What follows belongs to an exercise in optimizing a design on an open flow for small area and a short achievable clock period; a production flow would make more cautious choices.
RTL that was checked went through simulation tests only; none was proved equivalent to the original.
No activity file was given, so power comes from the tool's default toggle rates.

## Vcpu32Alu
module Vcpu32Alu (
   input    wire          clk,
   input    wire[0:31]    a,
   input    wire[0:31]    b,
   input    wire[0:7]     ac,
   output   wire[0:31]    r,
   output   wire          c,
   output   wire          n,
   output   wire          z,
   output   wire          err
   );
Size in the first run: about 500 cells after synthesis, about 82 flip-flops, ~0.0049 sq mm of cells after synthesis.
==> flow/config.mk <==
export PLATFORM = sky130hd
export DESIGN_NAME = Vcpu32Alu
export DESIGN_NICKNAME = Vcpu32Alu
export VERILOG_FILES = /design/flow/design.v
export SDC_FILE = /design/flow/constraint.sdc
export NUM_CORES = 4
export LEC_CHECK = 0
export CAP_MARGIN = 20
export CORE_MARGIN = 2
export CORE_UTILIZATION = 60
export CTS_BUF_LIST = sky130_fd_sc_hd__clkbuf_4 sky130_fd_sc_hd__clkbuf_8
export SETUP_SLACK_MARGIN = 3.0
export SLEW_MARGIN = 20
==> flow/constraint.sdc <==
create_clock -name core_clock -period 5.5 [get_ports {clk}]
set_input_delay 1.1000 -clock core_clock [delete_from_list [all_inputs] [get_ports {clk}]]
set_output_delay 1.1000 -clock core_clock [all_outputs]
set_load 0.01 [all_outputs]
standard.sh (not shown) runs the stock make flow with config.mk's settings and CLKGATE_MAP_FILE= SYNTH_SCRIPT=/design/flow/synth_recipe.tcl, a recipe that flattens the netlist after the stock synthesis.
==> flow/flow/run.sh <==
#!/bin/bash
# Layout flow: the standard layout (standard.sh: the standard synthesis script and ORFS steps), with
# two changes:
#  - each input and output port is buffered with a plain sky130_fd_sc_hd__buf_1 (PORT_BUF) rather than
#    the delay buffer that buffer_ports picks by default;
#  - the 4-input multiplexer cells (slow select inputs) are added to the platform's don't-use list
#    (EXTRA_DONT_USE), so synthesis builds the A pre-shift from 2-input multiplexers.
# The whole make output goes to standard_flow.log in the work folder; ORFS's per-step logs are
# under orfs/logs/.
set -euo pipefail
cd "$(dirname "${BASH_SOURCE[0]}")/.."
PORT_BUF=sky130_fd_sc_hd__buf_1
EXTRA_DONT_USE="sky130_fd_sc_hd__mux4_1 sky130_fd_sc_hd__mux4_2 sky130_fd_sc_hd__mux4_4"
export BUFFER_PORTS_ARGS="-buffer_cell ${PORT_BUF}"
# the platform's own don't-use list, as ORFS's make computes it
PLATFORM_DONT_USE=$(make -s -C "$FLOW_HOME" DESIGN_CONFIG="$PWD/config.mk" WORK_HOME="$PWD/orfs" \
  print-DONT_USE_CELLS 2> dont_use_probe.log | sed -n 's/^DONT_USE_CELLS: *//p')
echo "platform don't-use: $PLATFORM_DONT_USE" > dont_use.log
[[ -n "$PLATFORM_DONT_USE" ]]
bash standard.sh "DONT_USE_CELLS=${PLATFORM_DONT_USE} ${EXTRA_DONT_USE}" finish > standard_flow.log 2>&1
Change:
--- a/flow/design.v
+++ b/flow/design.v
@@ -18,14 +18,16 @@
    wire isAdd = ( op == 3'd3 );
    wire selA  = ( op == 3'd1 );
    wire selB  = ( op == 3'd2 );
    wire selAnd = ( op == 3'd5 );
    wire selOr  = ( op == 3'd6 );
    wire selXor = ( op == 3'd7 );
-   wire [31:0] tA2 = sh[1] ? { A[29:0], 2'b00 } : A;
-   wire [31:0] tA  = sh[0] ? { tA2[30:0], 1'b0 } : tA2;
+   wire [31:0] tA = ( sh == 2'd0 ) ? A :
+                    ( sh == 2'd1 ) ? { A[30:0], 1'b0 } :
+                    ( sh == 2'd2 ) ? { A[29:0], 2'b00 } :
+                                     { A[28:0], 3'b000 };
    wire [3:0]  fT = { selA | selB | selAnd | selOr,          
                       selA | isAdd | selOr | selXor,         
                       selB | isAdd | selOr | selXor,         
                       1'b0 };                                
    wire [3:0]  uT = invB ? { fT[2], fT[3], fT[0], fT[1] } : fT;
    wire        gP = isAdd & ~invB;                          
=>
- The changed run produced a clean layout
- power decreases by 2.6%
- global-route usage decreases by 2.9 points
- area after synthesis increases by 1.1%
- combinational power hardly moves
- non-clock buffer count is unchanged
- worst setup slack improved by 110 ps
- via count decreases by 1.4%
- routed wire length decreases by 7.6%
- critical path depth does not change
- design area decreases by 0.75%
- register-to-register slack improved by 300 ps
- synthesized cell count increases by 0.40%
Function not checked in the first run of this note: the RTL went through the layout flow alone.


Setup of trial 8:
Another version of the RTL of Vcpu32Alu (not shown whole).
Size: ~490 cells after synthesis, ~110 I/O pins, roughly 0.0049 mm² of cells after synthesis.
export LEC_CHECK = 0
export CAP_MARGIN = 20
export CORE_MARGIN = 2
export CORE_UTILIZATION = 40
export CTS_BUF_LIST = sky130_fd_sc_hd__clkbuf_4 sky130_fd_sc_hd__clkbuf_8
export SETUP_SLACK_MARGIN = 3.0
export SLEW_MARGIN = 20
create_clock -name core_clock -period 5.5 [get_ports {clk}]
==> flow/flow/run.sh <==
#!/bin/bash
# Layout flow: the standard layout (standard.sh, the standard synthesis and ORFS steps unchanged),
# except that each input and output port is buffered with a plain sky130_fd_sc_hd__buf_N cell
# (PORT_BUF below) rather than the delay buffer that buffer_ports picks by default.
# The whole make output goes to standard_flow.log in the work folder; ORFS's per-step logs are
# under orfs/logs/.
set -euo pipefail
cd "$(dirname "${BASH_SOURCE[0]}")/.."
PORT_BUF=sky130_fd_sc_hd__buf_1
export BUFFER_PORTS_ARGS="-buffer_cell ${PORT_BUF}"
bash standard.sh finish > standard_flow.log 2>&1
Relative to trial 8, the following input files were edited for trial 6:
--- a/flow/design.v
+++ b/flow/design.v
@@ -17,16 +17,17 @@
    wire [2:0]  op  = ac[5:7];
    wire isAdd = ( op == 3'd3 );
    wire selA  = ( op == 3'd1 );
    wire selB  = ( op == 3'd2 );
    wire selAnd = ( op == 3'd5 );
    wire selOr  = ( op == 3'd6 );
    wire selXor = ( op == 3'd7 );
-   wire [31:0] tA1 = sh[0] ? { A[30:0], 1'b0 } : A;
-   wire [31:0] tA  = sh[1] ? { tA1[29:0], 2'b00 } : tA1;
+   wire [3:0]  shD = { sh == 2'd3, sh == 2'd2, sh == 2'd1, sh == 2'd0 };
+   wire [31:0] tA  = ( A & { 32 { shD[0] }} ) | ( { A[30:0], 1'b0 } & { 32 { shD[1] }} ) |
+                     ( { A[29:0], 2'b00 } & { 32 { shD[2] }} ) | ( { A[28:0], 3'b000 } & { 32 { shD[3] }} );
    wire [3:0]  fT = { selA | selB | selAnd | selOr,          
                       selA | isAdd | selOr | selXor,         
                       selB | isAdd | selOr | selXor,         
                       1'b0 };                                
    wire [3:0]  uT = invB ? { fT[2], fT[3], fT[0], fT[1] } : fT;
    wire        gP = isAdd & ~invB;                          
    wire        gN = isAdd & invB;                           
Notes after the runs:
Against trial 8 as the reference, trial 6 delivers a higher cell count.
In the metrics for trial 8 and trial 6, the one carrying the lower clock power share is trial 8.
Compared with trial 8, trial 6 shows minimum clock period lower by 0.040 ns.
Share of cell area taken by muxes after synthesis in trial 6 is 0.27 points lower than in trial 8
Diff trial 8 -> trial 6: instance count of the mapped netlist picked up an extra 0.41%, power consumption picked up an extra 0.044 mW, total area of sequential cells neither gained nor lost much.
Density: trial 6 denser than trial 8
Of trial 6 and trial 8, it is trial 6 that has the lower share of the clock period used by the worst path after layout.
Between trial 8 and trial 6, the difference in clock input transition at the sequential cells of the worst setup and hold paths is negligible.
Trial 8 ended up with s2R[25]$_DFF_P_ as its launch point of the worst path; trial 6 ended up with s2R[1]$_DFF_P_.
Comparing trial 8 and trial 6, clock buffer count is higher on trial 6.
No functional check of the RTL was part of any run of this note.


Another version of the RTL of Vcpu32Alu (not shown whole).
Size in the first run: roughly 610 cells after synthesis, about 82 flip-flops, ~110 I/O pins, roughly 0.0056 sq mm of cells after synthesis.
Design Vcpu32Alu, start of the top module:
module Vcpu32Alu (
   input    wire          clk,
   input    wire[0:31]    a,
   input    wire[0:31]    b,
   input    wire[0:7]     ac,
   output   wire[0:31]    r,
   output   wire          c,
   output   wire          n,
   output   wire          z,
   output   wire          err
   );
clock: 5.5 ns
lec_check: 0
cap_margin: 20
core_margin: 2
core_utilization: 40
setup_slack_margin: 3.0
slew_margin: 20
Scripts as last shown in full above: flow/flow/run.sh
Edit:
--- a/flow/design.v
+++ b/flow/design.v
@@ -19,24 +19,30 @@
    wire selA  = ( op == 3'd1 );
    wire selB  = ( op == 3'd2 );
    wire selAnd = ( op == 3'd5 );
    wire selOr  = ( op == 3'd6 );
    wire selXor = ( op == 3'd7 );
    wire [31:0] tA = ( sh == 2'd0 ) ? A :
                     ( sh == 2'd1 ) ? { A[30:0], 1'b0 } :
                     ( sh == 2'd2 ) ? { A[29:0], 2'b00 } :
                                      { A[28:0], 3'b000 };
-   wire [31:0] tB = B ^ { 32 { invB }};
-   wire [31:0] g  = tA & tB & { 32 { isAdd }};
-   wire [31:0] p  = tA ^ tB;
+   wire [3:0]  fT = { selA | selB | selAnd | selOr,          
+                      selA | isAdd | selOr | selXor,         
+                      selB | isAdd | selOr | selXor,         
+                      1'b0 };                                
+   wire [3:0]  uT = invB ? { fT[2], fT[3], fT[0], fT[1] } : fT;
+   wire        gP = isAdd & ~invB;                          
+   wire        gN = isAdd & invB;                           
+   wire [31:0] g  = tA & (( B & { 32 { gP }} ) | ( ~B & { 32 { gN }} ));
    wire        cinA = cin & isAdd;
-   wire [31:0] tL = ( { 32 { selA }} & tA ) | ( { 32 { selB }} & tB ) | ( { 32 { selAnd | selOr }} & tA & tB ) |
-                    ( { 32 { isAdd | selOr | selXor }} & p );
+   wire [31:0] tL = ( tA & B & { 32 { uT[3] }} ) | ( tA & ~B & { 32 { uT[2] }} ) | ( ~tA & B & { 32 { uT[1] }} ) |
+                    ( ~tA & ~B & { 32 { uT[0] }} );
+   wire [31:0] p  = tL;
    wire s1c0_g0_1 = g[1] | ( p[1] & g[0] );
    wire s1c0_p0_1 = p[1] & p[0];
    wire sum_0 = tL[0] ^ cinA;
    wire sum_1 = tL[1] ^ ( g[0] | ( p[0] & cinA ));
    wire gco_0 = ( s1c0_g0_1 | ( s1c0_p0_1 & cinA ));
    wire s1c1_g0_1 = g[3] | ( p[3] & g[2] );
    wire s1c1_p0_1 = p[3] & p[2];
    wire sum_2 = tL[2];
    wire sum_3 = tL[3] ^ g[2];
Utilization goes up by 0.64 points.
Total power goes down by about 6.4%.
Via count goes down by about 20%.
Final area goes down by about 11%.
Global-route usage goes down by 1.1 points.
Fmax goes up by 1.5%.
Synthesized cell count goes down by 20%.
Routed wire length goes down by 20%.
Combinational power goes down by about 24%.
Area after synthesis goes down by about 11%.
Sequential share of layout area goes up by 3.2 points.
Final cell count goes down by about 15%.

re-timing with driven ports:
No port has a modelled driver above. Below, the same layouts with a new extraction and two added sets of constraints. Step 1 assumes that a clkbuf_16 drives the clock port and a buf_2 every other input. Step 2 adds t to the input delays and takes it off the output delays; t is the mean of the earliest and latest rising clock arrival at the registers after step 1. Input paths then give back, and output paths get back, about the clock's delay inside the block. Slacks: ideal ports / drivers / drivers and shift; pairs: ideal ports / drivers.
run | t (ns) | setup WS [ns] | latest minus earliest clock arrival (ns)
the first run of note 1 | 0.381 | 2.949 / 2.915 / 2.676 | 0.011 / 0.011
the second run of note 1 | 0.368 | 3.058 / 3.034 / 2.731 | 0.011 / 0.011
trial 8 | 0.390 | 2.886 / 2.854 / 2.674 | 0.012 / 0.012
trial 6 | 0.389 | 2.926 / 2.894 / 2.672 | 0.007 / 0.007
the first run of note 3 | 0.361 | 3.025 / 3.020 / 2.659 | 0.009 / 0.009
the second run of note 3 | 0.364 | 3.062 / 3.028 / 2.742 | 0.008 / 0.009
After both steps every run listed still meets setup and hold. For the first run of note 3, which loses most, drivers alone change the setup slack by -0.005 ns; drivers and shift together by -0.366 ns.
